This design comes from an exercise in tuning for small area and a short achievable clock period on the open sky130 flow, not from production work.
Only simulation tests tie the RTL to the original design; equivalence was not proved.
Power is estimated from default activity; no workload was simulated.

## Microprocessor
module Microprocessor
    (
        input wire clk,
        input wire rst,
        output logic [31:0] imem_addr,
        input logic [31:0] imem_data,
        output logic dmem_en,
        output logic [3:0] dmem_we,
        output logic [12:0] dmem_addr,
        output logic [31:0] dmem_wdata,
        input logic [31:0] dmem_rdata,
        output logic [31:0] register_in,
        output logic [31:0] pc,
        output logic reg_wr,
        output logic [4:0] reg_wr_sel
    );
For scale: roughly 220 I/O pins.
clock: 15.0 ns
lec_check: 0
cap_margin: 10
core_margin: 2
core_utilization: 42
cts_buf_list: sky130_fd_sc_hd__clkbuf_8
cts_cluster_diameter: 50
cts_cluster_size: 16
setup_slack_margin: 5
slew_margin: 15
synth_hierarchical: 1
synth_minimum_keep_size: 0
run.sh (not shown) runs the stock make flow with config.mk's settings and CLKGATE_MAP_FILE= SYNTH_SCRIPT=/design/flow/synth_recipe.tcl, a recipe that flattens the netlist after the stock synthesis.
Change:
==> flow/flow/run.sh (new file) <==
#!/bin/bash
# Layout flow: the standard ORFS layout (standard.sh) with one change: the
# input and output ports are buffered with buf_2 cells instead of the
# clkdlybuf4s50 delay cells that buffer_ports picks on its own. Every port
# still gets its buffer; everything else is the standard flow. ORFS keeps each
# step's full log under orfs/logs/; make's own output goes to orfs_flow.log.
set -euo pipefail
cd "$(dirname "$0")/.."
bash ./standard.sh "BUFFER_PORTS_ARGS=-buffer_cell sky130_fd_sc_hd__buf_2" finish > orfs_flow.log 2>&1
==> flow/standard.sh (new file) <==
#!/bin/bash
# synth_recipe.tcl (not shown) runs the flow's synth.tcl, then flattens the netlist and writes it again
# the make line also repeats each setting of config.mk as NAME=value (left out here)
make -C /OpenROAD-flow-scripts/flow DESIGN_CONFIG=/design/flow/config.mk WORK_HOME=/design/flow/orfs CLKGATE_MAP_FILE= SYNTH_SCRIPT=/design/flow/synth_recipe.tcl "${@:-finish}"
removed: flow/run.sh
Effect:
- cell count is lower by 0.60%
- routed wire length is lower by 1.9%
- global-route usage is lower by 1.7 points
- power is lower by 2.2%
- clock power is lower by about 5%
- sequential share of layout area is higher by 0.38 points
- cell area is lower by 1.2%
- die area stays the same
- synthesized area does not change
- setup slack improved by 0.19 ns

== onyx ==
Another version of the RTL of Microprocessor (not shown whole).
For scale: ~1,100 flip-flops, about 220 I/O pins, ~56,000 µm² of cells after synthesis.
==> flow/config.mk <==
export PLATFORM = sky130hd
export DESIGN_NAME = Microprocessor
export DESIGN_NICKNAME = Microprocessor
export VERILOG_FILES = /design/flow/design.v
export SDC_FILE = /design/flow/constraint.sdc
export NUM_CORES = 4
export LEC_CHECK = 0
export CAP_MARGIN = 20
export CORE_MARGIN = 2
export CORE_UTILIZATION = 42
export CTS_BUF_LIST = sky130_fd_sc_hd__clkbuf_8
export CTS_CLUSTER_DIAMETER = 50
export CTS_CLUSTER_SIZE = 16
export SETUP_SLACK_MARGIN = 5
export SLEW_MARGIN = 30
export SYNTH_HIERARCHICAL = 1
export SYNTH_MINIMUM_KEEP_SIZE = 0
==> flow/constraint.sdc <==
create_clock -name core_clock -period 15.0 [get_ports {clk}]
set_input_delay 3.0000 -clock core_clock [delete_from_list [all_inputs] [get_ports {clk}]]
set_output_delay 3.0000 -clock core_clock [all_outputs]
set_load 0.01 [all_outputs]
Stock flow here: none of the scripts above is used.
The following lists how garnet was set up differently from onyx:
- CTS_BUF_LIST: sky130_fd_sc_hd__clkbuf_8 -> unset
- CTS_CLUSTER_SIZE: 16 -> unset
- CTS_CLUSTER_DIAMETER: 50 -> unset
Findings:
Taking onyx as the reference, in garnet utilization of the core after routing shows an increase of 1.3 points; number of antenna violations at the first check in global routing shows a reduction of 7; iteration count of the initial detailed-routing pass shows an increase of 5. Total power was higher in the run labelled garnet. Relative to onyx, clock slew seen by the registers of the worst setup and hold paths has gone down in garnet. Part of the total power dissipated in sequential elements (lower): garnet. Worst hold slack for garnet is lower than for onyx. As far as via density per instance is concerned, garnet and onyx perform about the same. From onyx to garnet the numbers moved as follows: number of nets in the layout moved up; worst setup slack picked up an extra 0.12 ns.

Microprocessor, a different RTL version from the one above (not shown whole).
Size: roughly 5400 cells after synthesis, roughly 220 I/O pins, roughly 55000 um2 of cells after synthesis.
==> flow/design.v (excerpt) <==
module Microprocessor
    (
        input wire clk,
        input wire rst,
        output logic [31:0] imem_addr,
        input logic [31:0] imem_data,
        output logic dmem_en,
        output logic [3:0] dmem_we,
        output logic [12:0] dmem_addr,
        output logic [31:0] dmem_wdata,
        input logic [31:0] dmem_rdata,
        output logic [31:0] register_in,
        output logic [31:0] pc,
        output logic reg_wr,
        output logic [4:0] reg_wr_sel
    );
clock: 15.0 ns
lec_check: 0
cap_margin: 20
core_margin: 2
core_utilization: 42
cts_buf_list: sky130_fd_sc_hd__clkbuf_8
cts_cluster_diameter: 50
cts_cluster_size: 16
setup_slack_margin: 5
slew_margin: 30
synth_hierarchical: 1
synth_minimum_keep_size: 0
standard.sh (not shown) runs the stock make flow with config.mk's settings and CLKGATE_MAP_FILE= SYNTH_SCRIPT=/design/flow/synth_recipe.tcl, a recipe that flattens the netlist after the stock synthesis.
==> flow/flow/run.sh <==
#!/bin/bash
# Layout flow: the standard ORFS layout (standard.sh) with one change: the
# input and output ports are buffered with buf_2 cells instead of the
# clkdlybuf4s50 delay cells that buffer_ports picks on its own. Every port
# still gets its buffer; everything else is the standard flow. ORFS keeps each
# step's full log under orfs/logs/; make's own output goes to orfs_flow.log.
set -euo pipefail
cd "$(dirname "$0")/.."
bash ./standard.sh "BUFFER_PORTS_ARGS=-buffer_cell sky130_fd_sc_hd__buf_2" finish > orfs_flow.log 2>&1
The baseline produced a clean layout.
Rerun with:
Settings changed: CAP_MARGIN 20 to 10, SLEW_MARGIN 30 to 15.
Worst setup slack is better by 0.043 ns.
Via count falls by 1.5%.
Non-clock buffer count went down by 70.
Core utilization drops by 0.76 points.
Routed wire length shrinks by 1.8%.

==> static timing again, ports no longer ideal <==
No port has a modelled driver above. Below, the same layouts with a new extraction and two added sets of constraints.
Step 1 assumes that a clkbuf_16 drives the clock port and a buf_2 every other input.
Step 2 adds t to the input delays and takes it off the output delays; t is the mean of the earliest and latest rising clock arrival at the registers after step 1. Input paths then give back, and output paths get back, about the clock's delay inside the block.
a / b / c = no drivers / after step 1 / after step 2; a / b = the first two.
| run | t, ns | slack for setup (ns) | cell pins on the clock port's net |
|---|---|---|---|
| the first run of note 1 | 0.953 | 4.163 / 4.103 / 4.103 | 1 |
| the second run of note 1 | 0.952 | 4.352 / 4.274 / 3.822 | 1 |
| onyx | 0.957 | 4.158 / 3.906 / 3.906 | 1 |
| garnet | 0.839 | 4.274 / 4.080 / 4.080 | 1 |
| the first run of note 3 | 0.971 | 4.255 / 4.002 / 4.002 | 1 |
| the second run of note 3 | 0.928 | 4.297 / 4.219 / 4.219 | 1 |
After both steps every run listed still meets setup and hold. The setup slack of the second run of note 1, which loses most, moves by -0.078 ns with the drivers and by -0.530 ns with both steps.
